Source: an optimization exercise on an open RTL-to-GDS flow (aim: small area, a short achievable clock period and few clock cycles per item). Production flows keep margins and buffers that such runs may drop. Where RTL was checked, it was by simulation tests only, not by an equivalence proof against the original. No functional check of the RTL was part of runs 1 to 6. No activity file was given, so power comes from the tool's default toggle rates.

--- flow/run.sh ---
#!/bin/bash
# Standard ORFS layout (the standard.sh, standard synthesis unchanged) with two changes:
#  - port buffers are plain buf_2 cells instead of the delay cells buffer_ports picks by default;
#  - timing repair after CTS may change a cell's footprint (so it can resize those buffers).
# The make output goes to standard.log; each ORFS step keeps its own log under orfs/logs.
set -uo pipefail
bash standard.sh \
  MATCH_CELL_FOOTPRINT=0 \
  "BUFFER_PORTS_ARGS=-buffer_cell sky130_fd_sc_hd__buf_2" \
  finish > standard.log 2>&1
--- constraint.sdc ---
create_clock -name core_clock -period 4.2 [get_ports {clk}]
set_input_delay 0.8400 -clock core_clock [delete_from_list [all_inputs] [get_ports {clk}]]
set_output_delay 0.8400 -clock core_clock [all_outputs]
set_load 0.01 [all_outputs]
--- design.v ---
`timescale 1ns / 1ps
module simon2share(clk, data_ina, data_inb, data_rdy, cipher_out, Done, Trig);
input clk;
input data_ina, data_inb;
input [1:0] data_rdy;
output [127:0] cipher_out;
output reg Done, Trig;
reg [1:0] rdy_r;       
reg ina_r, inb_r;      
reg [7:0] counter;     
reg [6:0] ptcnt;       
always @(posedge clk) begin
	rdy_r <= data_rdy;
	ina_r <= data_ina;
	inb_r <= data_inb;
end
wire idle  = (rdy_r == 2'd0);
wire ld_pt = (rdy_r == 2'd1);
wire ld_k  = (rdy_r == 2'd2);
wire run   = (rdy_r == 2'd3);
wire [7:0] counter_next = idle ? 8'd0 : (run ? counter + 8'd1 : counter);
wire [6:0] ptcnt_next   = ld_k ? 7'd0 : (ld_pt ? ptcnt + 7'd1 : ptcnt);
always @(posedge clk) begin
	counter <= counter_next;
	ptcnt   <= ptcnt_next;
end
wire n_pt  = (data_rdy == 2'd1);
wire n_k   = (data_rdy == 2'd2);
wire n_run = (data_rdy == 2'd3);
wire n_ph  = counter_next[0];
wire n_A   = n_run && !n_ph;                        
wire n_B   = n_run && n_ph;                         
wire n_H   = !(n_run || n_pt);                      
wire n_yl  = n_pt && (ptcnt_next[6] == 1'b0 || ptcnt_next[5:0] == 6'd0);   
wire n_YE  = n_A || n_yl;                           
wire n_KE  = n_k || n_B;                            
reg sA_a, sB_a, sS_a, sH_a, yE_a, yH_a, kE_a, kS_a;        
reg sA_bn, sB_bn, sS_bn, sH_bn, yE_bn, yH_bn, kE_bn, kS_bn;  
always @(posedge clk) begin
	sA_a <= n_A;   sB_a <= n_B;   sS_a <= n_pt;  sH_a <= n_H;
	yE_a <= n_YE;  yH_a <= !n_YE; kE_a <= n_KE;  kS_a <= n_k;
	sA_bn <= !n_A;  sB_bn <= !n_B;  sS_bn <= !n_pt; sH_bn <= !n_H;
	yE_bn <= !n_YE; yH_bn <= n_YE;  kE_bn <= !n_KE; kS_bn <= !n_k;
end
wire [0:127] Z = {68'b10101111011100000011010010011000101000010001111110010110110011101011, 60'd0};
reg zr;
always @(posedge clk)
	zr <= Z[counter[7:1]];
always @(posedge clk) begin
	Trig <= (counter_next == 8'd1);
	Done <= n_run && run && (counter == 8'd135);
end
reg [7:0] oe;
always @(posedge clk) begin
	oe[0] <= n_run && run && (counter == 8'd135);
	oe[1] <= n_run && run && (counter[0:0] == 1'd1) && (counter[7:1] == 7'd67);
	oe[2] <= n_run && run && (counter[1:0] == 2'd3) && (counter[7:2] == 6'd33);
	oe[3] <= n_run && run && (counter[2:0] == 3'd7) && (counter[7:3] == 5'd16);
	oe[4] <= n_run && run && (counter[3:0] == 4'd7) && (counter[7:4] == 4'd8);
	oe[5] <= n_run && run && (counter[4:0] == 5'd7) && (counter[7:5] == 3'd4);
	oe[6] <= n_run && run && (counter[5:0] == 6'd7) && (counter[7:6] == 2'd2);
	oe[7] <= n_run && run && (counter[6:0] == 7'd7) && (counter[7:7] == 1'd1);
end
reg [63:0] Xa, Ya, Xb, Yb;
wire [63:0] Xa1 = {Xa[62:0], Xa[63]};
wire [63:0] Xa2 = {Xa[61:0], Xa[63:62]};
wire [63:0] Xa8 = {Xa[55:0], Xa[63:56]};
wire [63:0] Xb1 = {Xb[62:0], Xb[63]};
wire [63:0] Xb2 = {Xb[61:0], Xb[63:62]};
wire [63:0] Xb8 = {Xb[55:0], Xb[63:56]};
wire [63:0] Ya1 = {Ya[62:0], Ya[63]};
wire [63:0] Ya8 = {Ya[55:0], Ya[63:56]};
wire [63:0] Yb1 = {Yb[62:0], Yb[63]};
wire [63:0] Yb8 = {Yb[55:0], Yb[63:56]};
reg [63:0] KXa, KXb, KYa, KYb;
wire [63:0] sa1 = Ya ^ Xa2 ^ (Xa1 & Xa8);
wire [63:0] sb1 = Yb ^ Xb2 ^ (Xb1 & Xb8);
wire [63:0] sa2 = Xa ^ KYa ^ (Ya1 & Yb8);
wire [63:0] sb2 = Xb ^ KYb ^ (Yb1 & Ya8);
always @(posedge clk) begin
	Xa <= ({64{sA_a}} & sa1) | ({64{sB_a}} & sa2) | ({64{sS_a}} & {ina_r, Xa[63:1]}) | ({64{sH_a}} & Xa);
	Xb <= ({64{!sA_bn}} & sb1) | ({64{!sB_bn}} & sb2) | ({64{!sS_bn}} & {inb_r, Xb[63:1]}) | ({64{!sH_bn}} & Xb);
	Ya <= ({64{yE_a}} & Xa) | ({64{yH_a}} & Ya);
	Yb <= ({64{!yE_bn}} & Xb) | ({64{!yH_bn}} & Yb);
end
wire [63:0] c = 64'hfffffffffffffffc;
always @(posedge clk) begin
	if (kE_a) begin
		if (kS_a)
			{KXa, KYa} <= {ina_r, KXa, KYa[63:1]};
		else begin
			KXa <= c ^ {63'd0, zr} ^ KYa ^ {KXa[2:0], KXa[63:3]} ^ {KXa[3:0], KXa[63:4]};
			KYa <= KXa;
		end
	end
	if (!kE_bn) begin
		if (!kS_bn)
			{KXb, KYb} <= {inb_r, KXb, KYb[63:1]};
		else begin
			KXb <= KYb ^ {KXb[2:0], KXb[63:3]} ^ {KXb[3:0], KXb[63:4]};
			KYb <= KXb;
		end
	end
end
wire [127:0] xy_a = {Xa, Ya};
wire [127:0] xy_b = {Xb, Yb};
wire [127:0] gate = {{16{oe[7]}}, {16{oe[6]}}, {16{oe[5]}}, {16{oe[4]}},
                     {16{oe[3]}}, {16{oe[2]}}, {16{oe[1]}}, {16{oe[0]}}};
assign cipher_out = (xy_a & gate) ^ (xy_b & gate);
endmodule
--- standard.sh ---
#!/bin/bash
# synth_recipe.tcl (not shown) runs the flow's synth.tcl, then flattens the netlist and writes it again
# the make line also repeats each setting of config.mk as NAME=value (left out here)
make -C /OpenROAD-flow-scripts/flow DESIGN_CONFIG=/design/flow/config.mk WORK_HOME=/design/flow/orfs CLKGATE_MAP_FILE= SYNTH_SCRIPT=/design/flow/synth_recipe.tcl "${@:-finish}"
--- config.mk ---
export PLATFORM = sky130hd
export DESIGN_NAME = simon2share
export DESIGN_NICKNAME = simon2share
export VERILOG_FILES = /design/flow/design.v
export SDC_FILE = /design/flow/constraint.sdc
export NUM_CORES = 4
export LEC_CHECK = 0
export CAP_MARGIN = 20
export CORE_MARGIN = 2
export CORE_UTILIZATION = 65
export CTS_CLUSTER_DIAMETER = 80
export CTS_CLUSTER_SIZE = 24
export PLACE_DENSITY = 0.72
export SETUP_SLACK_MARGIN = 1.85
export SLEW_MARGIN = 20
==> summary.txt, run 1 <==
Synthesis
  – Most frequent cells after synthesis: xnor2_1 (584), nand2_1 (403), xor2_1 (322)
  – Ys flop type: dfxtp_1
  – Largest area contributor in the synthesized netlist: edfxtp_1
  – YS warnings: 1
  – Post-synth top area share: between 20 and 25%
  – Number of synthesized flops with an enable pin: ~260
  – Sequential area share after synthesis: 43.4%
  – Cell variety after synth: between 40 and 50
  – Cell with the most instances after synthesis: xnor2_1
  – Cells after synthesis: a little over 3000
  – Syn_area_per_cell: 10.3 sq um
  – Flops & latches, synth: roughly 560
  – Area contributors post-synth: edfxtp_1 (24%), dfxtp_1 (19%), xnor2_1 (16%)
  – Syn Nets: 3066
  – Ys async rst share: 0%
  – Post-Syn Area: around 32000 sq um

Pwr
  – Worst VDD drop: approximately 380 uV
  – Total power: 0.0254 W
  – Leakage: roughly 13 nW
  – Pwr Density: between 700 and 800 nW/um^2

Worst setup path
  – Flop-to-flop setup slack: a little under 2 ns
  – Crit. End Element: primary output
  – Slowest CP cell: dfxtp_4
  – CP arrival: around 1.5 ns
  – Cells on worst reg2reg path: 3
  – R2r endpoint: oe[1]
  – Worst-path cell chain: xor2_1 > and2_1 > buf_2
  – CP Class: flip-flop to primary output
  – Reg2reg start: rdy_r[1]
  – CP required: about 3.4 ns
  – Startpoint Class: flip-flop
  – Slowest stage delay, CP: between 0.4 and 0.5 ns
  – Setup crit start: Xb[34]
  – Critical path fanouts, max: 8

Floorplanning
  – Die Ht: 224 um
  – Chip width: roughly 220 um
  – Core box area: roughly 48000 sq um
  – Die ar.: between 50000 and 60000 sq um
  – Initial core utilization: about two thirds
  – Num ports: around 140
  – Row cnt: 80

Global route
  – Largest net degree at the start of global routing: 131
  – Initial antenna violation count: 0
  – Total GRT Usage: ~33%
  – Vias in the first global route: roughly 22000
  – GR Overflow Total: 0
  – First-pass GRT wire length: between 100000 and 150000 um

Place
  – DP Worst Slack: around 1.7 ns
  – Gp weighted congestion: between 0.9 and 1
  – Buffers on Ports: roughly 130
  – DP HPWL: about 58000 um
  – Dpl cell area: between 30000 and 40000 sq um

Flow run
  – Max-cap viol count: 0

STA
  – Worst Slack Setup Final: 1.86 ns
  – Worst-Margin Slew: between 1 and 1.5 ns
  – Tcrit/Tclk final: 55.8%
  – Max frequency: between 0.4 and 0.5 GHz
  – Post-route setup TNS: 0 ns
  – Hold Vio Cnt, Final: 0
  – Clk_skew: between 0.02 and 0.025 ns
  – Finish-stage setup viols: 0
  – Period minus WS final: about 2.3 ns
  – RSZ-0062 raised after global routing: true
  – Relative max-transition margin: between 20 and 30%
  – Fin. max-slew vios: 0

Route
  – WL final: 85500 um
  – Routed Antenna Nets: 0
  – TritonRoute pass-1 iters: 10
  – WL/cell: 22.9 um
  – Vias per cell: just over 6
  – Drt drc: 0
  – Starting DRC count in detailed routing: about 2700
  – Via count: about 23000

Min path
  – Cells on Worst Hold Path: 1
  – WHS Endpoint: inb_r
  – Hold Path Class: input pin to flip-flop
  – Min-delay src: data_inb

Clock tree
  – Worst-path clk slew: around 0.080 ns
  – CTS tree: done
  – TritonCTS Buffers: 36
  – CTS root buffer: clkbuf_16
  – Clock tree buffer depth: 3
  – Cts hold-fix bufs: 0
  – Worst-Skew Late Latency: approximately 0.59 ns
  – H-Tree Depth: 2
  – Num Clock Sinks: around 560

Status
  – Status: finished clean

Cells and area
  – Area Growth Syn to Fin: 12.5%
  – Ant. Diodes: 0
  – Proportion of layout cells with a drive suffix above 1: 29.0%
  – Design Area, Final: between 30000 and 40000 sq um
  – Nets: around 3100
per-stage QoR:
step	instances	hold slack, ns	util (%)
detailed placement	3568	0.512	67.3
floorplan	3055	0.448	-
global route	3732	0.351	74.1
global placement	3568	0.492	67.3
finish	3732	0.361	74.1
CTS	3647	0.339	71.9
power breakdown:
part	internal [W]	leakage, nW	switching, W
logic	0.00546	7.80	0.00424
clock network	0.00187	0.601	0.00206
registers	0.00807	5.05	0.00374
total	0.0154	13.4	0.0100
kinds of logic (layout without fill, tap and decap cells):
kind of cell / after synthesis / in the layout / synth area share (%)
and+or+nand+nor: 579 / 579 / 8.13
adders and majority gates: 6 / 6 / 0.238
xor gates and xnor gates: 906 / 906 / 25.2
AOI/OAI and AO/OA: 350 / 350 / 9.06
buffers and inverters: 399 / 461 / 4.79
muxes: 260 / 260 / 9.26
DFF: 555 / 555 / 43.4
registers in the layout (all words and copies together) (netlist names), 2 cells and up:
register	count
KXa	64
KXb	64
KYa	64
KYb	64
Xa	64
Xb	64
Ya	64
Yb	64
counter	8
oe	8
ptcnt	7
rdy_r	2
worst max-delay path by stage:
stage	depth (start not counted)	end
after detailed placement	4	oe[1]
after floorplan	1	KXb[0]
after CTS	3	cipher_out[69]
final	3	cipher_out[98]
after global placement	4	oe[1]
after global routing	3	cipher_out[69]
routing by layer:
metal | routed length, um | GRT usage, %
met1 | 35700 | 46.2
met2 | 39500 | 52.4
met3 | 7100 | 4.19
met4 | 3200 | 13.0
met5 | 0 | 0
repair_timing:
| item | 4_1_cts | 5_1_grt |
|---|---|---|
| resized for setup | 399 | 122 |
| buffers inserted | 15 | 85 |
| setup endpoints to repair | 130 | 158 |
| pin swaps | 1 | 3 |
layout by cell type (no fill, tap or decap), types with 6 or more instances in the layout:
cell type,n
dfxtp_2,70
o21ai_0,12
clkbuf_16,40
edfxtp_1,256
and2_1,128
nand3_1,11
o22ai_1,65
mux2_2,255
xnor2_1,584
a22o_1,64
buf_4,117
nor2_1,18
buf_2,134
ha_1,6
dfxtp_4,205
a222oi_1,64
xor2_1,269
inv_1,140
xor2_2,49
dfxtp_1,24
nand2_1,403
o221ai_1,65
a22oi_1,64
cell type report:
type,count,area (sq um)
well taps,615,769
clock buffers,42,1010
fillers,3388,12400
multi-input cells,2101,16800
flip-flops and latches,555,14500
clock inverters,22,221
inverters,143,541
repair buffers,254,1600
worst max-delay path, delay by kind of cell, from the launching register on:
kind	cells	cell delay, ns
flip-flops	1	0.44
buffers and inverters	1	0.12
AND/OR/NAND/NOR	1	0.15
XOR/XNOR	1	0.22
==> run 2: changes to the inputs <==
--- a/config.mk
+++ b/config.mk
@@ -5,6 +5,7 @@
 export SDC_FILE = /design/flow/constraint.sdc
 export NUM_CORES = 4
 export LEC_CHECK = 0
+export ABC_AREA = 1
 export CAP_MARGIN = 20
 export CORE_MARGIN = 2
 export CORE_UTILIZATION = 65
==> summary.txt, run 2 <==
Status
  – Status: finished clean

Route
  – Drt drc: 0
  – Via count: 30871
  – Starting DRC count in detailed routing: slightly above 5000
  – WL final: approximately 110000 um
  – TritonRoute pass-1 iters: 9
  – Vias per cell: 6.73
  – WL/cell: ~24 um
  – Routed Antenna Nets: 0

Global route
  – Initial antenna violation count: 2
  – First-pass GRT wire length: around 160000 um
  – Total GRT Usage: a little over two fifths
  – GR Overflow Total: 0
  – Vias in the first global route: about 28000
  – Largest net degree at the start of global routing: about 130

STA
  – RSZ-0062 raised after global routing: true
  – Clk_skew: between 0.02 and 0.025 ns
  – Max frequency: approximately 0.42 GHz
  – Post-route setup TNS: 0 ns
  – Hold Vio Cnt, Final: 0
  – Period minus WS final: roughly 2.4 ns
  – Hold_ws: 0.355 ns
  – Worst-Margin Slew: 1.14 ns
  – Tcrit/Tclk final: a little under three fifths
  – Relative max-transition margin: a little under a quarter
  – Finish-stage setup viols: 0
  – Fin. max-slew vios: 0
  – Worst Slack Setup Final: around 1.8 ns

Synthesis
  – YS warnings: 1
  – Post-Syn Area: 31500 sq um
  – Number of synthesized flops with an enable pin: approximately 260
  – Most frequent cells after synthesis: nand2_1 (684), o21ai_0 (483), inv_1 (415)
  – Area contributors post-synth: edfxtp_1 (24%), dfxtp_1 (19%), xnor2_1 (11%)
  – Sequential area share after synthesis: 43.5%
  – Syn Nets: approximately 4000
  – Largest area contributor in the synthesized netlist: edfxtp_1
  – Flops & latches, synth: 555
  – Ys async rst share: 0%
  – Post-synth top area share: ~24%
  – Ys flop type: dfxtp_1
  – Cell variety after synth: 40
  – Cell with the most instances after synthesis: nand2_1
  – Cells after synthesis: approximately 3900
  – Syn_area_per_cell: approximately 8.0 sq um

Clock tree
  – Worst-Skew Late Latency: 0.60 ns
  – Clock tree buffer depth: 3
  – Num Clock Sinks: between 500 and 600
  – CTS tree: done
  – Cts hold-fix bufs: 0
  – H-Tree Depth: 2
  – Worst-path clk slew: 0.10 ns
  – TritonCTS Buffers: 36
  – CTS root buffer: clkbuf_16

Cells and area
  – Design Area, Final: roughly 34000 sq um
  – Layout fillers: 3661
  – Most frequent cells in the layout: nand2_1 (684), inv_1 (414), o21ai_0 (387)
  – Area Growth Syn to Fin: 8.89%
  – Proportion of layout cells with a drive suffix above 1: 11.7%
  – Commonest non-fill, non-tap cell in the layout: nand2_1
  – Nets: about 4000

Floorplanning
  – Row cnt: 80
  – Die Ht: 224 um
  – Core box area: between 40000 and 50000 sq um
  – Die ar.: roughly 50000 sq um
  – Num ports: around 140
  – Chip width: ~220 um
  – Initial core utilization: 65.9%

Worst setup path
  – Worst setup endpoint: cipher_out[5]
  – Setup crit start: oe[0]
  – Startpoint Class: flip-flop
  – Cells on worst reg2reg path: 6
  – Crit. End Element: primary output
  – CP Class: flip-flop to primary output
  – Reg2reg start: sA_bn
  – Critical path fanouts, max: 8
  – R2r endpoint: Xb[16]
  – Flop-to-flop setup slack: 1.99 ns
  – CP arrival: approximately 1.5 ns
  – CP required: roughly 3.4 ns

Place
  – DP HPWL: 77300 um
  – DP Worst Slack: between 1.5 and 2 ns
  – Dpl cell area: roughly 32000 sq um
  – Buffers on Ports: ~130
  – Gp weighted congestion: about 1.0

Pwr
  – Pwr Density: 694 nW/um^2
  – Worst VDD drop: between 400 and 500 uV
  – Leakage: 12.7 nW

Flow run
  – Max-cap viol count: 0

Min path
  – Hold Path Class: input pin to flip-flop
## run 2: cell types whose count changed in the layout (fill, tap and decap cells not counted), sizes merged, moves of 88 or more
cell / change
a21oi: +192
o21ai: +473
nand3: +117
o22ai: +194
and2: -129
nor2: +137
nand2: +284
xor2: -309
xnor2: -203
inv: +286
buf: -88
nor3: +259
mux2: -255
## run 2: cell families after synthesis
logic type               Yosys count  share of synthesized area (%)
AO/OA/AOI/OAI                   1116                           20.7
XOR/XNOR                         394                           11.0
adder cells (fa/ha/maj)            6                          0.239
buffers and inverters            635                           7.97
flip-flops                       555                           43.5
AND/OR/NAND/NOR                 1243                           16.7
## run 2: metrics by stage
stage	total power [W]	utilization (%)	std cells
after floorplan	0.0158	-	3949
after global placement	0.0185	67.4	4504
after detailed placement	0.0188	67.4	4504
after CTS	0.0229	70.6	4577
after global routing	0.0248	71.7	4584
final	0.0238	71.8	4585
## run 2: worst max-delay path, cell delays in order, from the launching register on
cell     delay (ns)
dfxtp_4        0.44
buf_6          0.15
o21ai_1        0.07
a21oi_1        0.13
buf_2          0.15
## run 2: layout make-up
type,count,area (sq um),share of cell area (%)
multi-input cells,2759,15700,45.8
repair buffers,167,1140,3.32
well taps,615,769,2.25
clock buffers,40,947,2.76
inverters,424,1600,4.68
flip-flops and latches,555,13900,40.5
diodes,1,2.50,0.00730
clock inverters,24,260,0.760
## run 2: what timing repair did
action	in CTS	in global routing
endpoints found under the setup margin	129	106
cloned	0	1
gates resized for setup	118	207
hold endpoints to repair	0	0
pin swaps	0	0
buffers inserted	9	6
## run 2: worst min path at each step
stage                   from  slack [ns]  endpoint  cells past startpoint
global route        data_ina        0.35     ina_r                      1
global placement    ptcnt[6]        0.50  ptcnt[6]                      2
CTS                 data_ina        0.34     ina_r                      1
floorplan              ina_r        0.44    Xa[63]                      2
finish              data_ina        0.36     ina_r                      1
detailed placement  ptcnt[6]        0.51  ptcnt[6]                      2
## run 2: metal layers
metal	routed length [um]	global-route usage [%]	up-vias
li1	-	-	13661
met1	40400	56.7	14233
met2	45800	60.7	2528
met3	16700	11.1	449
met4	6640	22.3	0
met5	0	0	-
## run 2: where the power goes
group          internal, W  switching (W)
sequential         0.00755        0.00312
clock              0.00181        0.00219
combinational      0.00320        0.00592
total               0.0126         0.0112
==> run 3: changes to the inputs <==
==> run.sh (new file) <==
#!/bin/bash
# synth_recipe.tcl (not shown) runs the flow's synth.tcl, then flattens the netlist and writes it again
# the make line also repeats each setting of config.mk as NAME=value (left out here)
make -C /OpenROAD-flow-scripts/flow DESIGN_CONFIG=/design/flow/config.mk WORK_HOME=/design/flow/orfs CLKGATE_MAP_FILE= SYNTH_SCRIPT=/design/flow/synth_recipe.tcl finish
--- a/config.mk
+++ b/config.mk
@@ -5,7 +5,6 @@
 export SDC_FILE = /design/flow/constraint.sdc
 export NUM_CORES = 4
 export LEC_CHECK = 0
-export ABC_AREA = 1
 export CAP_MARGIN = 20
 export CORE_MARGIN = 2
 export CORE_UTILIZATION = 65
removed: flow/run.sh
removed: standard.sh
==> summary.txt, run 3 <==
Status
  – Status: finished clean

Worst setup path
  – Setup crit start: Xb[18]
  – Cells on worst reg2reg path: 3
  – Startpoint Class: flip-flop
  – Worst setup endpoint: cipher_out[82]
  – Reg2reg start: rdy_r[1]
  – Worst-path cell chain: xor2_2 > and2_1 > clkdlybuf4s15_1
  – CP Class: flip-flop to primary output
  – Slowest stage delay, CP: between 0.3 and 0.4 ns
  – CP required: 3.36 ns
  – Flop-to-flop setup slack: ~2.0 ns
  – Slowest CP cell: dfxtp_4
  – CP arrival: about 1.5 ns
  – Crit. End Element: primary output
  – R2r endpoint: oe[1]
  – Critical path fanouts, max: 2

Synthesis
  – Ys async rst share: 0%
  – Largest area contributor in the synthesized netlist: edfxtp_1
  – Post-Syn Area: 31500 sq um
  – Syn_area_per_cell: about 10 sq um
  – Flops & latches, synth: 555
  – Cells after synthesis: roughly 3100
  – Post-synth top area share: between 20% and 30%
  – Sequential area share after synthesis: about 43%
  – Most frequent cells after synthesis: xnor2_1 (584), nand2_1 (403), xor2_1 (322)
  – Ys flop type: dfxtp_1
  – Area contributors post-synth: edfxtp_1 (24%), dfxtp_1 (19%), xnor2_1 (16%)
  – YS warnings: 1
  – Cell variety after synth: 46
  – Syn Nets: between 3000 and 4000
  – Number of synthesized flops with an enable pin: about 260
  – Cell with the most instances after synthesis: xnor2_1

Floorplanning
  – Initial core utilization: between 60% and 70%
  – Die ar.: roughly 50000 sq um
  – Chip width: 224 um
  – Core box area: 47800 sq um
  – Num ports: about 140
  – Die Ht: 224 um
  – Row cnt: 80

Clock tree
  – Clock tree buffer depth: 3
  – CTS tree: done
  – H-Tree Depth: 2
  – Num Clock Sinks: around 560
  – Worst-path clk slew: approximately 0.090 ns
  – Cts hold-fix bufs: 0
  – CTS root buffer: clkbuf_16
  – TritonCTS Buffers: 34
  – Worst-Skew Late Latency: 0.59 ns

STA
  – RSZ-0062 raised after global routing: true
  – Fin. max-slew vios: 0
  – Tcrit/Tclk final: a little under three fifths
  – Hold_ws: about 0.44 ns
  – Finish-stage setup viols: 0
  – Hold Vio Cnt, Final: 0
  – Post-route setup TNS: 0 ns
  – Relative max-transition margin: 35.9%
  – Worst-Margin Slew: around 0.96 ns
  – Max frequency: roughly 0.42 GHz
  – Clk_skew: 0.0355 ns
  – Period minus WS final: ~2.4 ns

Cells and area
  – Layout fillers: between 3000 and 4000
  – Most frequent cells in the layout: xnor2_1 (584), nand2_1 (403), buf_4 (267)
  – Non-Filler Instances: 3884
  – Proportion of layout cells with a drive suffix above 1: 32.5%
  – Ant. Diodes: 0
  – Area Growth Syn to Fin: 17.3%
  – Nets: 3255
  – Sequential standard cell area: approximately 15000 sq um
  – Commonest non-fill, non-tap cell in the layout: xnor2_1
  – Area of the multi-input gates: between 15000 and 20000 sq um

Global route
  – GR Overflow Total: 0
  – First-pass GRT wire length: approximately 140000 um
  – Largest net degree at the start of global routing: 131
  – Initial antenna violation count: 1
  – Vias in the first global route: approximately 24000
  – Total GRT Usage: 37.4%

Pwr
  – Total power: 0.0272 W
  – Comb pwr share: between 40% and 50%
  – Sw frac: around two fifths
  – Clk pwr share: 13.8%
  – Switching pwr: around 0.011 W
  – Pwr Density: roughly 730 nW/um^2
  – Internal power: 0.0163 W
  – Sequential fraction of design power: between 30% and 40%
  – Worst VDD drop: around 410 uV
  – Leakage: 14.2 nW

Route
  – Starting DRC count in detailed routing: 3660
  – WL/cell: around 25 um
  – Drt drc: 0
  – Vias per cell: roughly 6.3
  – WL final: 95200 um
  – Routed Antenna Nets: 0
  – TritonRoute pass-1 iters: 7
  – Via count: about 24000

Flow run
  – Max-cap viol count: 0

Min path
  – Hold Path Class: flip-flop to flip-flop
  – Min-delay src: sB_a

Place
  – Gp weighted congestion: approximately 0.93
  – Placed Cells: roughly 3600
  – DP HPWL: between 50000 and 60000 um
  – Buffers on Ports: between 100 and 150
==> run 3: worst min path at each step <==
stage             end  cells after the start  slack, ns
5_1_grt         Xa[8]                      2       0.46
3_5_place_dp    Xa[8]                      2       0.43
2_1_floorplan  Xb[63]                      2       0.45
4_1_cts         Xa[8]                      2       0.45
6_report        Xa[8]                      2       0.44
3_3_place_gp    Xa[8]                      2       0.43
==> run 3: logic make-up (layout without fill, tap and decap cells) <==
family | Yosys count | count (layout) | synth area share (%)
AO/OA/AOI/OAI | 350 | 350 | 9.06
XOR/XNOR | 906 | 906 | 25.2
adder cells (fa/ha/maj) | 6 | 6 | 0.238
buffers and inverters | 399 | 613 | 4.79
flip-flops | 555 | 555 | 43.4
multiplexers | 260 | 260 | 9.26
AND/OR/NAND/NOR | 579 | 579 | 8.13
==> run 3: per-stage QoR <==
stage | instance area, sq um | setup WS, ns | utilization, %
after floorplan | 31500 | 1.61 | -
after global placement | 32900 | 1.30 | 68.8
after detailed placement | 32900 | 1.30 | 68.8
after CTS | 37000 | 1.77 | 77.4
after global routing | 37000 | 1.77 | 77.3
final | 37000 | 1.83 | 77.3
==> run 3: area by class of cell <==
type | instances | share of cell area [%]
Tap cell | 615 | 2.08
Clock buffer | 41 | 2.49
Multi-Input combinational cell | 2101 | 45.9
Timing Repair Buffer | 409 | 7.89
Clock inverter | 20 | 0.541
Inverter | 143 | 1.46
Sequential cell | 555 | 39.7
==> run 3: repair_timing <==
action | 4_1_cts | 5_1_grt
setup endpoints to repair | 130 | 127
buffers inserted | 244 | 7
gates resized for setup | 980 | 84
pin swaps | 36 | 15
==> run 3: layer usage <==
metal | vias to the layer above | routed length, um | part of all wire (%) | track usage (%)
met2 | 1597 | 42800 | 45 | 58.6
met4 | 2 | 5220 | 5.5 | 18.2
li1 | 10658 | - | - | -
met3 | 320 | 10900 | 11 | 7.79
met1 | 11775 | 36300 | 38 | 49.8
met5 | - | 8 | 0.0084 | 0
==> run 3: critical path: cells and delay by family, from the launching register on <==
family,cells,cell delay [ns]
DFF,1,0.38
and+or+nand+nor,1,0.15
xor gates and xnor gates,1,0.18
buffers and inverters,1,0.24
==> run 3: power by group through the flow <==
stage	Clock [W]	Sequential, W	Combinational (W)
2_1_floorplan	0	0.00874	0.00835
3_3_place_gp	0	0.0113	0.00808
3_5_place_dp	0	0.0113	0.00831
4_1_cts	0.00378	0.0101	0.0125
5_1_grt	0.00399	0.0104	0.0139
6_report	0.00376	0.0103	0.0132
==> run 4: changes to the inputs <==
--- a/design.v
+++ b/design.v
@@ -45,7 +45,7 @@
 wire [0:127] Z = {68'b10101111011100000011010010011000101000010001111110010110110011101011, 60'd0};
 reg zr;
 always @(posedge clk)
-	zr <= Z[counter[7:1]];
+	zr <= Z[counter_next[7:1]];
 always @(posedge clk) begin
 	Trig <= (counter_next == 8'd1);
 	Done <= n_run && run && (counter == 8'd135);
--- a/config.mk
+++ b/config.mk
@@ -11,5 +11,5 @@
 export CTS_CLUSTER_DIAMETER = 80
 export CTS_CLUSTER_SIZE = 24
 export PLACE_DENSITY = 0.72
-export SETUP_SLACK_MARGIN = 1.85
+export SETUP_SLACK_MARGIN = 1.9
 export SLEW_MARGIN = 20
==> summary.txt, run 4 <==
Status
  – Status: finished clean

Global route
  – Vias in the first global route: approximately 24000
  – Largest net degree at the start of global routing: 72
  – First-pass GRT wire length: roughly 150000 um
  – Initial antenna violation count: 1
  – Total GRT Usage: 37.7%
  – GR Overflow Total: 0

Flow run
  – Max-cap viol count: 0

Synthesis
  – Syn_area_per_cell: about 10 sq um
  – Largest area contributor in the synthesized netlist: edfxtp_1
  – Ys flop type: dfxtp_1
  – Post-Syn Area: about 32000 sq um
  – Syn Nets: between 3000 and 4000
  – Cells after synthesis: just over 3000
  – Most frequent cells after synthesis: xnor2_1 (580), nand2_1 (414), xor2_1 (321)
  – Post-synth top area share: 24.2%
  – Area contributors post-synth: edfxtp_1 (24%), dfxtp_1 (19%), xnor2_1 (16%)
  – YS warnings: 1
  – Sequential area share after synthesis: around 43%
  – Flops & latches, synth: approximately 560
  – Cell variety after synth: 53
  – Cell with the most instances after synthesis: xnor2_1
  – Number of synthesized flops with an enable pin: around 260
  – Ys async rst share: 0%

Worst setup path
  – Startpoint Class: flip-flop
  – Crit. End Element: primary output
  – Cells on worst reg2reg path: 12
  – R2r endpoint: zr
  – Worst setup endpoint: cipher_out[64]
  – Critical path fanouts, max: 2
  – Reg2reg start: counter[0]
  – CP required: between 3 and 4 ns
  – Setup crit start: Xb[0]
  – CP Class: flip-flop to primary output
  – CP arrival: around 1.5 ns
  – Flop-to-flop setup slack: ~1.9 ns

Route
  – WL final: between 90000 and 100000 um
  – Routed Antenna Nets: 0
  – WL/cell: 24.7 um
  – Drt drc: 0
  – Via count: about 25000
  – TritonRoute pass-1 iters: 10
  – Vias per cell: roughly 6.3
  – Starting DRC count in detailed routing: 3854

Floorplanning
  – Chip width: between 200 and 250 um
  – Row cnt: 80
  – Num ports: ~140
  – Die ar.: slightly above 50000 sq um
  – Initial core utilization: around two thirds
  – Die Ht: roughly 220 um
  – Core box area: ~48000 sq um

Cells and area
  – Area of the multi-input gates: roughly 17000 sq um
  – Nets: between 3000 and 4000
  – Proportion of layout cells with a drive suffix above 1: about 33%
  – Area Growth Syn to Fin: 17.7%
  – Sequential standard cell area: 14700 sq um
  – Commonest non-fill, non-tap cell in the layout: xnor2_1
  – Most frequent cells in the layout: xnor2_1 (580), nand2_1 (413), buf_4 (287)
  – Layout fillers: a little over 3000

STA
  – Hold Vio Cnt, Final: 0
  – Hold_ws: ~0.48 ns
  – Post-route setup TNS: 0 ns
  – Tcrit/Tclk final: between 50% and 60%
  – Max frequency: approximately 0.42 GHz
  – RSZ-0062 raised after global routing: true
  – Relative max-transition margin: between 30% and 40%
  – Finish-stage setup viols: 0
  – Fin. max-slew vios: 0
  – Period minus WS final: approximately 2.4 ns
  – Worst-Margin Slew: approximately 1.0 ns
  – Clk_skew: around 0.033 ns

Clock tree
  – Worst-path clk slew: ~0.10 ns
  – CTS tree: done
  – Worst-Skew Late Latency: between 0.6 and 0.7 ns
  – TritonCTS Buffers: 31
  – Num Clock Sinks: 555
  – H-Tree Depth: 1
  – Clock tree buffer depth: 3
  – CTS root buffer: clkbuf_16
  – Cts hold-fix bufs: 0

Place
  – Gp weighted congestion: 0.942
  – DP HPWL: around 59000 um
  – Buffers on Ports: ~130

Pwr
  – Leakage: 14.5 nW
  – Pwr Density: approximately 700 nW/um^2
  – Worst VDD drop: 433 uV

Min path
  – Cells on Worst Hold Path: 2
  – Hold Path Class: flip-flop to flip-flop
-- run 4: what timing repair did --
action                                  4_1_cts  5_1_grt
setup buffers                               262       12
endpoints found under the setup margin      142      110
pin swaps                                   137       61
gates resized for setup                    1097       62
-- run 4: layer usage --
metal	share of wire (%)	track usage [%]	up-vias
met3	12	8.32	377
li1	-	-	10791
met4	5.8	17.4	2
met5	0.067	0.978	-
met2	44	58.6	1691
met1	38	50.4	12019
-- run 4: worst min path at each step --
| stage | from | end |
|---|---|---|
| 6_report | sB_a | Xa[9] |
| 5_1_grt | sB_a | Xa[8] |
| 4_1_cts | sB_a | Xa[8] |
| 3_5_place_dp | sB_a | Xa[8] |
| 3_3_place_gp | sB_a | Xa[10] |
| 2_1_floorplan | inb_r | Xb[63] |
-- run 4: layout make-up --
type,instances,area share (%)
clock buffers,45,2.50
flip-flops and latches,555,39.3
multi-input cells,2128,46.0
repair buffers,427,8.21
diodes,1,0.00670
clock inverters,13,0.398
well taps,615,2.06
inverters,148,1.51
-- run 4: cells by family (layout without fill, tap and decap cells) --
group	Yosys count	count (layout)	synth area share, %
AO/OA/AOI/OAI	365	365	9.31
XOR/XNOR	901	901	24.9
adder cells (fa/ha/maj)	8	8	0.315
buffers and inverters	406	633	4.92
flip-flops	555	555	43.1
multiplexers	258	258	9.14
other	0	1	0
AND/OR/NAND/NOR	596	596	8.36
-- run 4: power by group --
group,switching [W],internal (W),total (W)
combinational,0.00653,0.00625,0.0128
clock,0.00195,0.00164,0.00360
sequential,0.00216,0.00804,0.0102
total,0.0106,0.0159,0.0266
-- run 4: worst max-delay path, stage by stage, from the launching register on --
cell and delay, ns:
dfxtp_4 0.40, xor2_4 0.19, and2_1 0.16, clkbuf_2 0.13
-- run 4: through the flow --
stage	instance area (sq um)	power [W]	cells	utilization (%)	worst slack [ns]
floorplan	31800	0.0168	3089	-	1.61
global placement	33100	0.0189	3599	69.1	1.18
detailed placement	33100	0.0191	3599	69.1	1.20
CTS	36900	0.0257	3919	77.0	1.73
global route	37400	0.0276	3932	77.9	1.76
finish	37400	0.0266	3932	77.9	1.85
==> run 5: changes to the inputs <==
--- a/design.v
+++ b/design.v
@@ -34,18 +34,19 @@
 wire n_yl  = n_pt && (ptcnt_next[6] == 1'b0 || ptcnt_next[5:0] == 6'd0);   
 wire n_YE  = n_A || n_yl;                           
 wire n_KE  = n_k || n_B;                            
-reg sA_a, sB_a, sS_a, sH_a, yE_a, yH_a, kE_a, kS_a;        
-reg sA_bn, sB_bn, sS_bn, sH_bn, yE_bn, yH_bn, kE_bn, kS_bn;  
+reg sA_a, sB_a, sS_a, sH_a, kE_a, kS_a;        
+reg sA_bn, sB_bn, sS_bn, sH_bn, kE_bn, kS_bn;  
+reg yE, yH;                                    
 always @(posedge clk) begin
 	sA_a <= n_A;   sB_a <= n_B;   sS_a <= n_pt;  sH_a <= n_H;
-	yE_a <= n_YE;  yH_a <= !n_YE; kE_a <= n_KE;  kS_a <= n_k;
+	yE <= n_YE;    yH <= !n_YE;   kE_a <= n_KE;  kS_a <= n_k;
 	sA_bn <= !n_A;  sB_bn <= !n_B;  sS_bn <= !n_pt; sH_bn <= !n_H;
-	yE_bn <= !n_YE; yH_bn <= n_YE;  kE_bn <= !n_KE; kS_bn <= !n_k;
+	kE_bn <= !n_KE; kS_bn <= !n_k;
 end
 wire [0:127] Z = {68'b10101111011100000011010010011000101000010001111110010110110011101011, 60'd0};
 reg zr;
 always @(posedge clk)
-	zr <= Z[counter_next[7:1]];
+	zr <= Z[counter[7:1]];
 always @(posedge clk) begin
 	Trig <= (counter_next == 8'd1);
 	Done <= n_run && run && (counter == 8'd135);
@@ -80,8 +81,8 @@
 always @(posedge clk) begin
 	Xa <= ({64{sA_a}} & sa1) | ({64{sB_a}} & sa2) | ({64{sS_a}} & {ina_r, Xa[63:1]}) | ({64{sH_a}} & Xa);
 	Xb <= ({64{!sA_bn}} & sb1) | ({64{!sB_bn}} & sb2) | ({64{!sS_bn}} & {inb_r, Xb[63:1]}) | ({64{!sH_bn}} & Xb);
-	Ya <= ({64{yE_a}} & Xa) | ({64{yH_a}} & Ya);
-	Yb <= ({64{!yE_bn}} & Xb) | ({64{!yH_bn}} & Yb);
+	Ya <= ({64{yE}} & Xa) | ({64{yH}} & Ya);
+	Yb <= ({64{yE}} & Xb) | ({64{yH}} & Yb);
 end
 wire [63:0] c = 64'hfffffffffffffffc;
 always @(posedge clk) begin
==> flow/run.sh (new file) <==
#!/bin/bash
# Standard ORFS layout (the standard.sh, standard synthesis unchanged) with two changes:
#  - port buffers are plain buf_2 cells instead of the delay cells buffer_ports picks by default;
#  - timing repair after CTS may change a cell's footprint (so it can resize those buffers).
# The make output goes to standard.log; each ORFS step keeps its own log under orfs/logs.
set -uo pipefail
bash standard.sh \
  MATCH_CELL_FOOTPRINT=0 \
  "BUFFER_PORTS_ARGS=-buffer_cell sky130_fd_sc_hd__buf_2" \
  finish > standard.log 2>&1
==> standard.sh (new file) <==
#!/bin/bash
# synth_recipe.tcl (not shown) runs the flow's synth.tcl, then flattens the netlist and writes it again
# the make line also repeats each setting of config.mk as NAME=value (left out here)
make -C /OpenROAD-flow-scripts/flow DESIGN_CONFIG=/design/flow/config.mk WORK_HOME=/design/flow/orfs CLKGATE_MAP_FILE= SYNTH_SCRIPT=/design/flow/synth_recipe.tcl "${@:-finish}"
--- a/config.mk
+++ b/config.mk
@@ -11,5 +11,5 @@
 export CTS_CLUSTER_DIAMETER = 80
 export CTS_CLUSTER_SIZE = 24
 export PLACE_DENSITY = 0.72
-export SETUP_SLACK_MARGIN = 1.9
+export SETUP_SLACK_MARGIN = 1.85
 export SLEW_MARGIN = 20
removed: run.sh
==> summary.txt, run 5 <==
Worst setup path
  – CP arrival: approximately 1.5 ns
  – Critical path fanouts, max: 5
  – Crit. End Element: primary output
  – Critical path buffers and inverters: 1
  – Worst-path cell chain: xor2_1 > and2_1 > buf_2
  – Setup crit start: Ya[19]
  – Cell family with most CP delay: flip-flops
  – Slowest CP cell: dfxtp_2
  – Startpoint Class: flip-flop
  – CP required: roughly 3.4 ns
  – Slowest stage delay, CP: ~0.44 ns
  – CP Class: flip-flop to primary output
  – Reg2reg start: counter[0]

Floorplanning
  – Die Ht: 223 um
  – Die ar.: between 40000 and 50000 sq um
  – Row cnt: 80
  – Chip width: approximately 220 um
  – Num ports: 135
  – Core box area: around 48000 sq um
  – Initial core utilization: about two thirds

Synthesis
  – Post-synth top area share: between 20% and 30%
  – Cell with the most instances after synthesis: xnor2_1
  – Number of synthesized flops with an enable pin: ~260
  – Post-Syn Area: ~31000 sq um
  – Ys flop type: dfxtp_1
  – Cell variety after synth: 46
  – Area contributors post-synth: edfxtp_1 (25%), dfxtp_1 (19%), xnor2_1 (16%)
  – Most frequent cells after synthesis: xnor2_1 (584), nand2_1 (403), xor2_1 (322)
  – YS warnings: 1
  – Cells after synthesis: about 3000
  – Largest area contributor in the synthesized netlist: edfxtp_1
  – Sequential area share after synthesis: a little over two fifths
  – Ys async rst share: 0%
  – Syn Nets: between 2000 and 3000
  – Flops & latches, synth: about 560
  – Syn_area_per_cell: between 10 and 15 sq um

Route
  – Met2 WL: approximately 38000 um
  – Drt drc: 0
  – Starting DRC count in detailed routing: approximately 2600
  – WL final: approximately 83000 um
  – Met3 Wirelength: between 6000 and 7000 um
  – Via count: roughly 22000
  – Routed Antenna Nets: 0
  – DRT met1 WL: 35400 um
  – Top layer in use: met4
  – WL/cell: around 23 um
  – TritonRoute pass-1 iters: 6
  – Vias per cell: 6.23

Pwr
  – Sw frac: between 30% and 40%
  – Sequential fraction of design power: between 40% and 50%
  – Pwr Density: approximately 700 nW/um^2
  – Leakage: between 10 and 15 nW
  – Switching pwr: 0.00971 W
  – Internal power: 0.0152 W
  – Clk pwr share: 15.0%
  – Comb pwr share: between 30 and 40%
  – Worst VDD drop: 414 uV
  – Total power: roughly 0.025 W

Cells and area
  – Most frequent cells in the layout: xnor2_1 (584), nand2_1 (403), xor2_1 (277)
  – Nets: just under 3000
  – Commonest non-fill, non-tap cell in the layout: xnor2_1
  – Ant. Diodes: 0
  – Area Growth Syn to Fin: 12.2%
  – Proportion of layout cells with a drive suffix above 1: between 20% and 30%
  – Final core area utilization: between 70 and 80%

STA
  – Worst Slack Setup Final: 1.85 ns
  – Worst-Margin Slew: approximately 1.0 ns
  – Finish-stage setup viols: 0
  – Period minus WS final: between 2 and 2.5 ns
  – Relative max-transition margin: slightly above 30%
  – RSZ-0062 raised after global routing: true
  – Post-route setup TNS: 0 ns
  – Hold Vio Cnt, Final: 0
  – Max frequency: 0.426 GHz
  – Fin. max-slew vios: 0
  – Tcrit/Tclk final: 55.9%
  – Clk_skew: around 0.017 ns

Global route
  – Total GRT Usage: between 30% and 40%
  – Initial antenna violation count: 1
  – First-pass GRT wire length: around 130000 um
  – Largest net degree at the start of global routing: about 130
  – Vias in the first global route: 21376
  – GR Overflow Total: 0

Place
  – Gp weighted congestion: 0.894
  – DP HPWL: around 56000 um
  – Buffers on Ports: 134
  – DP Worst Slack: roughly 1.9 ns

Clock tree
  – CTS root buffer: clkbuf_16
  – TritonCTS Buffers: 34
  – CTS tree: done
  – Worst-path clk slew: about 0.09 ns
  – Num Clock Sinks: 555
  – Worst-Skew Late Latency: roughly 0.58 ns
  – Clock tree buffer depth: 3
  – H-Tree Depth: 2
  – Cts hold-fix bufs: 0

Min path
  – Hold Path Class: input pin to flip-flop
  – Min-delay src: data_ina

Flow run
  – Max-cap viol count: 0

Status
  – Status: finished clean
==> run 5: changes by cell type in the layout (fill, tap and decap cells not counted), sizes merged, moves of 5 or more <==
cell    delta
nand4      -6
a22o      +64
nand2     -11
a21oi      -5
o22ai     -65
nor2       +5
buf      -166
inv      -133
clkbuf     -5
==> run 5: path summary, 6_finish.rpt <==
check | to | cells past startpoint | slack, ns
setup / recovery | cipher_out[19] | 3 | 1.85
hold / removal | ina_r | 1 | 0.35
setup reg to reg | Trig | 6 | 2.09
hold reg to reg | Xb[63] | 2 | 0.51
==> run 5: worst register-to-register path, delay by kind of cell, from the launching register on <==
kind	cells	cell delay (ns)
flip-flops	1	0.52
XOR/XNOR	1	0.15
AND/OR/NAND/NOR	4	1.10
adder cells (fa/ha/maj)	1	0.23
==> run 5: kinds of logic after synthesis <==
family	Yosys count	share of synthesized area (%)
xor+xnor	906	25.4
buf+inv	271	3.30
fa+ha+maj	6	0.240
mux	260	9.36
flops	555	43.8
simple gates	579	8.22
compound gates	350	9.66
==> run 5: timing repair <==
| action | in CTS | in global routing |
|---|---|---|
| endpoints found under the hold margin | 0 | 0 |
| pin swaps | 0 | 2 |
| setup endpoints to repair | 128 | 102 |
| buffers inserted | 15 | 88 |
| resized for setup | 412 | 97 |
==> run 5: per-stage QoR <==
step	std cells	area, sq um	hold slack (ns)
floorplan	2927	31200	0.448
global placement	3436	31900	0.484
detailed placement	3436	31900	0.495
CTS	3512	34000	0.326
global route	3600	35000	0.342
finish	3600	35000	0.351
==> run 5: routing by layer <==
metal / vias to the layer above / GRT usage [%]
met5: - / 0
met2: 1093 / 51.3
li1: 10146 / -
met3: 179 / 4.54
met1: 11003 / 45.9
met4: 0 / 11.6
==> run 5: final cells by class <==
class,instances,area [sq um]
flip-flops and latches,555,14500
inverters,15,60.1
multi-input cells,2101,16900
repair buffers,253,1620
fillers,3424,12500
clock inverters,19,218
well taps,615,769
clock buffers,42,923
==> run 5: power by group through the flow <==
stage | clock network (W) | logic [W] | registers (W)
3_5_place_dp | 0 | 0.00793 | 0.0114
3_3_place_gp | 0 | 0.00775 | 0.0114
4_1_cts | 0.00380 | 0.00840 | 0.0117
2_1_floorplan | 0 | 0.00820 | 0.00874
5_1_grt | 0.00397 | 0.0102 | 0.0120
6_report | 0.00375 | 0.00940 | 0.0118
==> run 6: changes to the inputs <==
==> flow/run.sh (replaced) <==
#!/bin/bash
# Standard ORFS layout (the standard.sh, standard synthesis unchanged) with three changes:
#  - port buffers are plain buf_2 cells instead of the delay cells buffer_ports picks by default;
#  - timing repair after CTS may change a cell's footprint (so it can resize those buffers);
#  - after the placement-stage repair_design, flow/split_out.tcl gives each state register
#    that feeds cipher_out a private net to its output gate (its other loads move behind a buffer).
# The make output goes to standard.log; each ORFS step keeps its own log under orfs/logs.
set -uo pipefail
here=$(pwd)
bash standard.sh \
  MATCH_CELL_FOOTPRINT=0 \
  "BUFFER_PORTS_ARGS=-buffer_cell sky130_fd_sc_hd__buf_2" \
  POST_RESIZE_TCL=$here/flow/split_out.tcl \
  finish > standard.log 2>&1
==> flow/split_out.tcl (new file) <==
# Give each state register that feeds cipher_out a private path to its output
# gate: every other load of the register's net is moved behind a new buffer.
proc reaches_cipher_out {pin depth} {
  set cell [get_cells -of_objects $pin]
  foreach op [get_pins -quiet -of_objects $cell -filter "direction==output"] {
    set net [get_nets -quiet -of_objects $op]
    if {$net eq ""} { continue }
    foreach port [get_ports -quiet -of_objects $net] {
      if {[string match "cipher_out*" [get_full_name $port]]} { return 1 }
    }
    if {$depth > 0} {
      foreach p [get_pins -quiet -of_objects $net -filter "direction==input"] {
        if {[reaches_cipher_out $p [expr {$depth - 1}]]} { return 1 }
      }
    }
  }
  return 0
}
set n_split 0
foreach net [get_nets -quiet {Xa[*] Xb[*] Ya[*] Yb[*]}] {
  set keep {}
  set move {}
  foreach p [get_pins -quiet -of_objects $net -filter "direction==input"] {
    if {[reaches_cipher_out $p 2]} { lappend keep $p } else { lappend move $p }
  }
  if {[llength $keep] > 0 && [llength $move] > 1} {
    insert_buffer -buffer_cell sky130_fd_sc_hd__buf_1 -net $net -load_pins $move
    incr n_split
  }
}
puts "split_out: buffered the internal loads of $n_split output-feeding registers"
==> summary.txt, run 6 <==
Status
  – Status: finished clean

Pwr
  – Pwr Density: 722 nW/um^2
  – Sequential fraction of design power: 37.4%
  – Comb pwr share: between 40% and 50%
  – Worst VDD drop: between 400 and 500 uV
  – Leakage: about 13 nW
  – Clk pwr share: ~16%
  – Total power: 0.0248 W
  – Internal power: 0.0147 W
  – Sw frac: between 40% and 50%
  – Switching pwr: about 0.010 W

Floorplanning
  – Num ports: ~140
  – Chip width: 223 um
  – Core box area: 47500 sq um
  – Die Ht: around 220 um
  – Die ar.: approximately 50000 sq um
  – Row cnt: 80
  – Initial core utilization: 65.7%

Flow run
  – Max-cap viol count: 0

Global route
  – Total GRT Usage: a little over a third
  – GR Overflow Total: 0
  – Largest net degree at the start of global routing: ~130
  – Initial antenna violation count: 0
  – First-pass GRT wire length: 136000 um
  – Vias in the first global route: roughly 23000

Synthesis
  – Cell with the most instances after synthesis: xnor2_1
  – Post-Syn Area: between 30000 and 40000 sq um
  – Number of synthesized flops with an enable pin: 256
  – Ys async rst share: 0%
  – Most frequent cells after synthesis: xnor2_1 (584), nand2_1 (403), xor2_1 (322)
  – Cell variety after synth: between 40 and 50
  – Sequential area share after synthesis: between 40% and 50%
  – Post-synth top area share: 24.6%
  – Largest area contributor in the synthesized netlist: edfxtp_1
  – Syn_area_per_cell: 10.7 sq um
  – Ys flop type: dfxtp_1
  – Area contributors post-synth: edfxtp_1 (25%), dfxtp_1 (19%), xnor2_1 (16%)
  – YS warnings: 1
  – Syn Nets: around 2900
  – Flops & latches, synth: roughly 560
  – Cells after synthesis: just under 3000

Route
  – Via count: roughly 23000
  – Met3 Wirelength: just over 9000 um
  – Top layer in use: met4
  – Drt drc: 0
  – WL/cell: between 20 and 25 um
  – Starting DRC count in detailed routing: between 3000 and 4000
  – WL final: approximately 88000 um
  – TritonRoute pass-1 iters: 9
  – Routed Antenna Nets: 0
  – Met2 WL: about 40000 um
  – DRT met1 WL: around 36000 um
  – Vias per cell: approximately 6.2

Place
  – Gp weighted congestion: 0.894
  – Buffers on Ports: 134
  – Placed Cells: around 3700
  – DP HPWL: 63900 um

Cells and area
  – Layout fillers: roughly 3500
  – Ant. Diodes: 0
  – Non-Filler Instances: between 3000 and 4000
  – Final core area utilization: roughly 72%
  – Most frequent cells in the layout: xnor2_1 (584), nand2_1 (403), xor2_1 (292)
  – Area Growth Syn to Fin: 10.1%
  – Proportion of layout cells with a drive suffix above 1: between 15 and 20%
  – Commonest non-fill, non-tap cell in the layout: xnor2_1
  – Nets: 3124

STA
  – Max frequency: between 0.4 and 0.5 GHz
  – Clk_skew: between 0.02 and 0.025 ns
  – Relative max-transition margin: 31.6%
  – Hold Vio Cnt, Final: 0
  – Post-route setup TNS: 0 ns
  – Finish-stage setup viols: 0
  – RSZ-0062 raised after global routing: false
  – Hold_ws: roughly 0.36 ns
  – Worst-Margin Slew: 1.02 ns
  – Fin. max-slew vios: 0
  – Tcrit/Tclk final: 55.5%
  – Period minus WS final: about 2.3 ns

Worst setup path
  – CP Class: flip-flop to primary output
  – CP required: around 3.4 ns
  – Crit. path cell count: 3
  – Flop-to-flop setup slack: 2.01 ns
  – Slowest stage delay, CP: between 0.3 and 0.4 ns
  – Critical path buffers and inverters: 1
  – Worst-path cell chain: xor2_2 > and2_1 > buf_2
  – CP arrival: 1.49 ns
  – Reg2reg start: counter[1]
  – Worst setup endpoint: cipher_out[67]
  – Startpoint Class: flip-flop
  – Critical path fanouts, max: 2
  – Setup crit start: Xb[3]
  – Cell family with most CP delay: flip-flops
  – Cells on worst reg2reg path: 6
  – R2r endpoint: Trig
  – Crit. End Element: primary output
  – Slowest CP cell: dfxtp_4

Clock tree
  – CTS tree: done
  – CTS root buffer: clkbuf_16
  – Num Clock Sinks: 555
  – Worst-Skew Late Latency: a little under 0.6 ns
  – Setup bufs post-CTS: 0
  – TritonCTS Buffers: 34
  – Worst-path clk slew: approximately 0.090 ns
  – H-Tree Depth: 2
  – Clock tree buffer depth: 3

Min path
  – Hold Path Class: input pin to flip-flop
## run 6: cell types whose count changed in the layout (fill, tap and decap cells not counted), sizes merged
cell	before	now
buf	253	406
clkbuf	42	48
clkinv	8	3
clkinvlp	3	1
inv	21	23
## run 6: layer usage
layer,up-vias,global-route usage [%]
met5,-,0
met4,0,14.0
met3,247,6.32
met2,1418,54.5
met1,11366,48.6
li1,10400,-
## run 6: power by group through the flow
stage          Sequential (W)  Combinational (W)  Clock [W]
3_5_place_dp          0.00921             0.0111          0
5_1_grt               0.00943             0.0124    0.00413
2_1_floorplan         0.00874            0.00820          0
4_1_cts               0.00916             0.0113    0.00396
6_report              0.00930             0.0116    0.00394
3_3_place_gp           0.0114            0.00775          0
## run 6: area by class of cell
cell class / count / area (sq um) / share of cell area, %
Sequential cell: 555 / 13800 / 40.0
Inverter: 15 / 60.1 / 0.175
Clock inverter: 14 / 174 / 0.506
Tap cell: 615 / 769 / 2.24
Timing Repair Buffer: 406 / 1800 / 5.24
Clock buffer: 48 / 1050 / 3.05
Multi-Input combinational cell: 2101 / 16800 / 48.8
## run 6: how the worst min path moves through the flow
| stage | startpoint | cells past startpoint | end | slack, ns |
|---|---|---|---|---|
| floorplan | inb_r | 2 | Xb[63] | 0.45 |
| global placement | inb_r | 2 | Xb[63] | 0.48 |
| detailed placement | inb_r | 2 | Xb[63] | 0.50 |
| CTS | data_inb | 1 | inb_r | 0.33 |
| global route | data_inb | 1 | inb_r | 0.34 |
| finish | data_ina | 1 | ina_r | 0.36 |
## run 6: kinds of logic (layout without fill, tap and decap cells)
group           count (synthesis)  in the layout  synth area share (%)
fa+ha+maj                       6              6                 0.240
flops                         555            555                  43.8
simple gates                  579            579                  8.22
mux                           260            260                  9.36
compound gates                350            350                  9.66
buf+inv                       271            483                  3.30
xor+xnor                      906            906                  25.4
## run 6: what timing repair did
item	CTS	global route
endpoints found under the setup margin	125	41
pin swaps	2	8
hold endpoints to repair	0	0
gates resized for setup	28	50
hold buffers	0	0
## run 6: per-stage QoR
step	setup slack, ns	instance area [sq um]
after floorplan	1.61	31200
after global placement	1.90	31900
after detailed placement	1.90	32800
after CTS	1.85	34200
after global routing	1.85	34400
final	1.87	34400
==> run 7: changes to the inputs <==
--- a/design.v
+++ b/design.v
@@ -34,14 +34,15 @@
 wire n_yl  = n_pt && (ptcnt_next[6] == 1'b0 || ptcnt_next[5:0] == 6'd0);   
 wire n_YE  = n_A || n_yl;                           
 wire n_KE  = n_k || n_B;                            
-reg sA_a, sB_a, sS_a, sH_a, kE_a, kS_a;        
-reg sA_bn, sB_bn, sS_bn, sH_bn, kE_bn, kS_bn;  
-reg yE, yH;                                    
+reg sA_a, sB_a, sS_a, sH_a;        
+reg sA_bn, sB_bn, sS_bn, sH_bn;    
+reg yE, yH;                        
+reg kS, kU, kH;                    
 always @(posedge clk) begin
 	sA_a <= n_A;   sB_a <= n_B;   sS_a <= n_pt;  sH_a <= n_H;
-	yE <= n_YE;    yH <= !n_YE;   kE_a <= n_KE;  kS_a <= n_k;
+	yE <= n_YE;    yH <= !n_YE;
+	kS <= n_k;     kU <= n_B;     kH <= !n_KE;
 	sA_bn <= !n_A;  sB_bn <= !n_B;  sS_bn <= !n_pt; sH_bn <= !n_H;
-	kE_bn <= !n_KE; kS_bn <= !n_k;
 end
 wire [0:127] Z = {68'b10101111011100000011010010011000101000010001111110010110110011101011, 60'd0};
 reg zr;
@@ -51,16 +52,16 @@
 	Trig <= (counter_next == 8'd1);
 	Done <= n_run && run && (counter == 8'd135);
 end
-reg [7:0] oe;
+reg [7:0] oe_n;
 always @(posedge clk) begin
-	oe[0] <= n_run && run && (counter == 8'd135);
-	oe[1] <= n_run && run && (counter[0:0] == 1'd1) && (counter[7:1] == 7'd67);
-	oe[2] <= n_run && run && (counter[1:0] == 2'd3) && (counter[7:2] == 6'd33);
-	oe[3] <= n_run && run && (counter[2:0] == 3'd7) && (counter[7:3] == 5'd16);
-	oe[4] <= n_run && run && (counter[3:0] == 4'd7) && (counter[7:4] == 4'd8);
-	oe[5] <= n_run && run && (counter[4:0] == 5'd7) && (counter[7:5] == 3'd4);
-	oe[6] <= n_run && run && (counter[5:0] == 6'd7) && (counter[7:6] == 2'd2);
-	oe[7] <= n_run && run && (counter[6:0] == 7'd7) && (counter[7:7] == 1'd1);
+	oe_n[0] <= !(n_run && run && (counter == 8'd135));
+	oe_n[1] <= !(n_run && run && (counter[0:0] == 1'd1) && (counter[7:1] == 7'd67));
+	oe_n[2] <= !(n_run && run && (counter[1:0] == 2'd3) && (counter[7:2] == 6'd33));
+	oe_n[3] <= !(n_run && run && (counter[2:0] == 3'd7) && (counter[7:3] == 5'd16));
+	oe_n[4] <= !(n_run && run && (counter[3:0] == 4'd7) && (counter[7:4] == 4'd8));
+	oe_n[5] <= !(n_run && run && (counter[4:0] == 5'd7) && (counter[7:5] == 3'd4));
+	oe_n[6] <= !(n_run && run && (counter[5:0] == 6'd7) && (counter[7:6] == 2'd2));
+	oe_n[7] <= !(n_run && run && (counter[6:0] == 7'd7) && (counter[7:7] == 1'd1));
 end
 reg [63:0] Xa, Ya, Xb, Yb;
 wire [63:0] Xa1 = {Xa[62:0], Xa[63]};
@@ -85,27 +86,17 @@
 	Yb <= ({64{yE}} & Xb) | ({64{yH}} & Yb);
 end
 wire [63:0] c = 64'hfffffffffffffffc;
+wire [63:0] kxa_upd = c ^ {63'd0, zr} ^ KYa ^ {KXa[2:0], KXa[63:3]} ^ {KXa[3:0], KXa[63:4]};
+wire [63:0] kxb_upd = KYb ^ {KXb[2:0], KXb[63:3]} ^ {KXb[3:0], KXb[63:4]};
 always @(posedge clk) begin
-	if (kE_a) begin
-		if (kS_a)
-			{KXa, KYa} <= {ina_r, KXa, KYa[63:1]};
-		else begin
-			KXa <= c ^ {63'd0, zr} ^ KYa ^ {KXa[2:0], KXa[63:3]} ^ {KXa[3:0], KXa[63:4]};
-			KYa <= KXa;
-		end
-	end
-	if (!kE_bn) begin
-		if (!kS_bn)
-			{KXb, KYb} <= {inb_r, KXb, KYb[63:1]};
-		else begin
-			KXb <= KYb ^ {KXb[2:0], KXb[63:3]} ^ {KXb[3:0], KXb[63:4]};
-			KYb <= KXb;
-		end
-	end
+	KXa <= ({64{kS}} & {ina_r, KXa[63:1]})   | ({64{kU}} & kxa_upd) | ({64{kH}} & KXa);
+	KYa <= ({64{kS}} & {KXa[0], KYa[63:1]})  | ({64{kU}} & KXa)     | ({64{kH}} & KYa);
+	KXb <= ({64{kS}} & {inb_r, KXb[63:1]})   | ({64{kU}} & kxb_upd) | ({64{kH}} & KXb);
+	KYb <= ({64{kS}} & {KXb[0], KYb[63:1]})  | ({64{kU}} & KXb)     | ({64{kH}} & KYb);
 end
 wire [127:0] xy_a = {Xa, Ya};
 wire [127:0] xy_b = {Xb, Yb};
-wire [127:0] gate = {{16{oe[7]}}, {16{oe[6]}}, {16{oe[5]}}, {16{oe[4]}},
-                     {16{oe[3]}}, {16{oe[2]}}, {16{oe[1]}}, {16{oe[0]}}};
-assign cipher_out = (xy_a & gate) ^ (xy_b & gate);
+wire [127:0] gate_n = {{16{oe_n[7]}}, {16{oe_n[6]}}, {16{oe_n[5]}}, {16{oe_n[4]}},
+                       {16{oe_n[3]}}, {16{oe_n[2]}}, {16{oe_n[1]}}, {16{oe_n[0]}}};
+assign cipher_out = ~gate_n & (xy_a ^ xy_b);
 endmodule
--- a/config.mk
+++ b/config.mk
@@ -5,6 +5,7 @@
 export SDC_FILE = /design/flow/constraint.sdc
 export NUM_CORES = 4
 export LEC_CHECK = 0
+export ABC_AREA = 1
 export CAP_MARGIN = 20
 export CORE_MARGIN = 2
 export CORE_UTILIZATION = 65
==> summary.txt, run 7 <==
Global route
  – Vias in the first global route: about 30000
  – Total GRT Usage: 46.0%
  – GR Overflow Total: 0
  – Largest net degree at the start of global routing: 83
  – Initial antenna violation count: 5
  – First-pass GRT wire length: roughly 180000 um

Synthesis
  – Largest area contributor in the synthesized netlist: dfxtp_1
  – Syn_area_per_cell: between 7 and 8 sq um
  – Sequential area share after synthesis: a little over a third
  – Ys async rst share: 0%
  – YS warnings: 1
  – Cell with the most instances after synthesis: nand2_1
  – Flops & latches, synth: 554
  – Number of synthesized flops with an enable pin: 0
  – Post-synth top area share: between 30 and 40%
  – Cells after synthesis: ~4200
  – Ys flop type: dfxtp_1
  – Area contributors post-synth: dfxtp_1 (35%), nand2_1 (9.7%), xnor2_1 (8.8%)
  – Cell variety after synth: 38
  – Syn Nets: between 4000 and 5000
  – Most frequent cells after synthesis: nand2_1 (812), dfxtp_1 (554), inv_1 (482)
  – Post-Syn Area: around 31000 sq um

Floorplanning
  – Core box area: roughly 48000 sq um
  – Die ar.: 50000 sq um
  – Chip width: roughly 220 um
  – Num ports: roughly 140
  – Row cnt: 80
  – Initial core utilization: around two thirds
  – Die Ht: ~220 um

Clock tree
  – Cts hold-fix bufs: 0
  – CTS root buffer: clkbuf_16
  – CTS tree: done
  – H-Tree Depth: 1
  – Num Clock Sinks: about 550
  – TritonCTS Buffers: 31
  – Worst-Skew Late Latency: between 0.6 and 0.7 ns
  – Clock tree buffer depth: 3
  – Worst-path clk slew: about 0.10 ns

STA
  – Tcrit/Tclk final: 58.0%
  – Fin. max-slew vios: 0
  – Clk_skew: roughly 0.021 ns
  – Hold Vio Cnt, Final: 0
  – Hold_ws: a little under 0.3 ns
  – Finish-stage setup viols: 0
  – Max frequency: roughly 0.41 GHz
  – Post-route setup TNS: 0 ns
  – Worst-Margin Slew: roughly 1.1 ns
  – RSZ-0062 raised after global routing: true
  – Period minus WS final: 2.43 ns
  – Relative max-transition margin: between 20 and 25%

Cells and area
  – Final core area utilization: 72.2%
  – Nets: around 4400
  – Proportion of layout cells with a drive suffix above 1: 8.21%
  – Most frequent cells in the layout: nand2_1 (812), dfxtp_1 (538), inv_1 (480)
  – Commonest non-fill, non-tap cell in the layout: nand2_1
  – Design Area, Final: 34400 sq um
  – Area Growth Syn to Fin: 9.79%

Worst setup path
  – CP Class: flip-flop to primary output
  – Crit. End Element: primary output
  – CP arrival: between 1.5 and 2 ns
  – CP required: around 3.4 ns
  – Startpoint Class: flip-flop
  – Critical path fanouts, max: 16

Route
  – Via count: ~33000
  – WL final: about 120000 um
  – Starting DRC count in detailed routing: roughly 5400
  – TritonRoute pass-1 iters: 12
  – Vias per cell: around 6.6
  – Routed Antenna Nets: 0
  – WL/cell: between 20 and 25 um
  – Drt drc: 0

Pwr
  – Comb pwr share: a little under half
  – Sequential fraction of design power: approximately two fifths
  – Pwr Density: approximately 820 nW/um^2
  – Switching pwr: 0.0138 W
  – Worst VDD drop: 503 uV
  – Internal power: roughly 0.014 W
  – Sw frac: between 40% and 50%
  – Clk pwr share: a little over an eighth
  – Total power: between 0.02 and 0.03 W
  – Leakage: between 10 and 15 nW

Place
  – Buffers on Ports: between 100 and 150
  – Gp weighted congestion: ~1
  – Dpl cell area: 32900 sq um
  – DP HPWL: about 86000 um

Flow run
  – Max-cap viol count: 0

Min path
  – Hold Path Class: input pin to flip-flop

Status
  – Status: finished clean
[run 7: cell type report]
cell class | instances | area (sq um)
antenna | 1 | 2.50
clock buffer | 35 | 812
clock inverter | 17 | 250
fill | 4050 | 13300
inverter | 490 | 1850
multi-input combinational | 2939 | 17600
sequential | 554 | 11200
tap | 615 | 769
timing repair buffer | 412 | 1960
[run 7: metal layers]
layer  part of all wire [%]  global-route usage [%]  up-vias
met3                     15                    12.8      628
met5                  0.064                       0        -
met1                     37                    60.8    15129
met2                     41                    68.4     2684
li1                       -                       -    14742
met4                    6.8                    24.1        6
[run 7: worst paths after layout]
| check | from | end | slack, ns | cells past startpoint |
|---|---|---|---|---|
| setup / recovery | oe_n[3] | cipher_out[59] | 1.77 | 3 |
| hold / removal | data_ina | ina_r | 0.30 | 1 |
| setup reg to reg | kH | KXa[33] | 1.94 | 3 |
| hold reg to reg | KXa[3] | KYa[3] | 0.52 | 2 |
[run 7: per-stage QoR]
step                setup slack (ns)  std cells
global placement                1.73       4746
finish                          1.77       5063
CTS                             1.78       5060
floorplan                       2.39       4233
global route                    1.75       5062
detailed placement              1.72       5002
[run 7: worst max-delay path: stages, from the launching register on]
cell,delay (ns)
dfxtp_4,0.44
a21oi_1,0.15
o21a_1,0.20
buf_2,0.16
[run 7: cells by family after synthesis]
kind of cell | Yosys count | synth area share [%]
AOI/OAI and AO/OA | 981 | 20.3
adders and majority gates | 6 | 0.240
xor gates and xnor gates | 449 | 12.6
and+or+nand+nor | 1503 | 22.2
DFF | 554 | 35.4
buffers and inverters | 740 | 9.25
[run 7: power by group through the flow]
stage                     Sequential [W]  Combinational (W)  Clock (W)
after floorplan                  0.00981            0.00892          0
after global placement            0.0123            0.00998          0
after detailed placement          0.0108             0.0126          0
after CTS                         0.0108             0.0127    0.00365
after global routing              0.0112             0.0143    0.00383
final                             0.0110             0.0134    0.00370
[run 7: repair_timing]
action	in CTS	in global routing
setup buffers	6	2
gates cloned	0	0
endpoints found under the setup margin	128	101
gates resized for setup	55	34
Testbench counts of run 7, summed over its fixed seeds: cycles 202,240, encryptions 512.

-- re-timing with driven ports --
The flow's constraints put no driver on any port. The routed layouts listed below were extracted and timed again, unchanged, in two steps.
Step 1 (the two cells are an assumption about what drives the block):
set clk [get_ports {clk}]
set_driving_cell -lib_cell sky130_fd_sc_hd__clkbuf_16 $clk
set_driving_cell -lib_cell sky130_fd_sc_hd__buf_2 [delete_from_list [all_inputs] $clk]
Step 2 moves the port delays by t, midway between the first and last clock arrival at a register: inputs arrive t later, outputs are due t later. That takes back most of the time a late clock gives input paths.
a / b / c = ideal / step 1 / step 2; a / b = the first two.
run	t, ns	slack for setup (ns)	worst setup path at the end	worst register clock-pin slew, ns	pins driven straight from the clock port
run 1	0.639	1.857 / 1.796 / 1.699	input to register	0.10 / 0.10	1
run 2	0.639	1.826 / 1.771 / 1.936	input to register	0.10 / 0.10	1
run 3	0.631	1.829 / 1.771 / 1.255	input to register	0.10 / 0.10	1
run 4	0.688	1.845 / 1.783 / 1.336	input to register	0.10 / 0.10	1
run 5	0.636	1.854 / 1.795 / 1.912	input to register	0.10 / 0.10	1
run 6	0.631	1.871 / 1.813 / 1.915	input to register	0.11 / 0.11	1
run 7	0.694	1.766 / 1.706 / 1.631	input to register	0.11 / 0.11	1
After both steps every run listed still meets setup and hold. For run 3, which loses most, drivers alone change the setup slack by -0.058 ns; drivers and shift together by -0.574 ns.
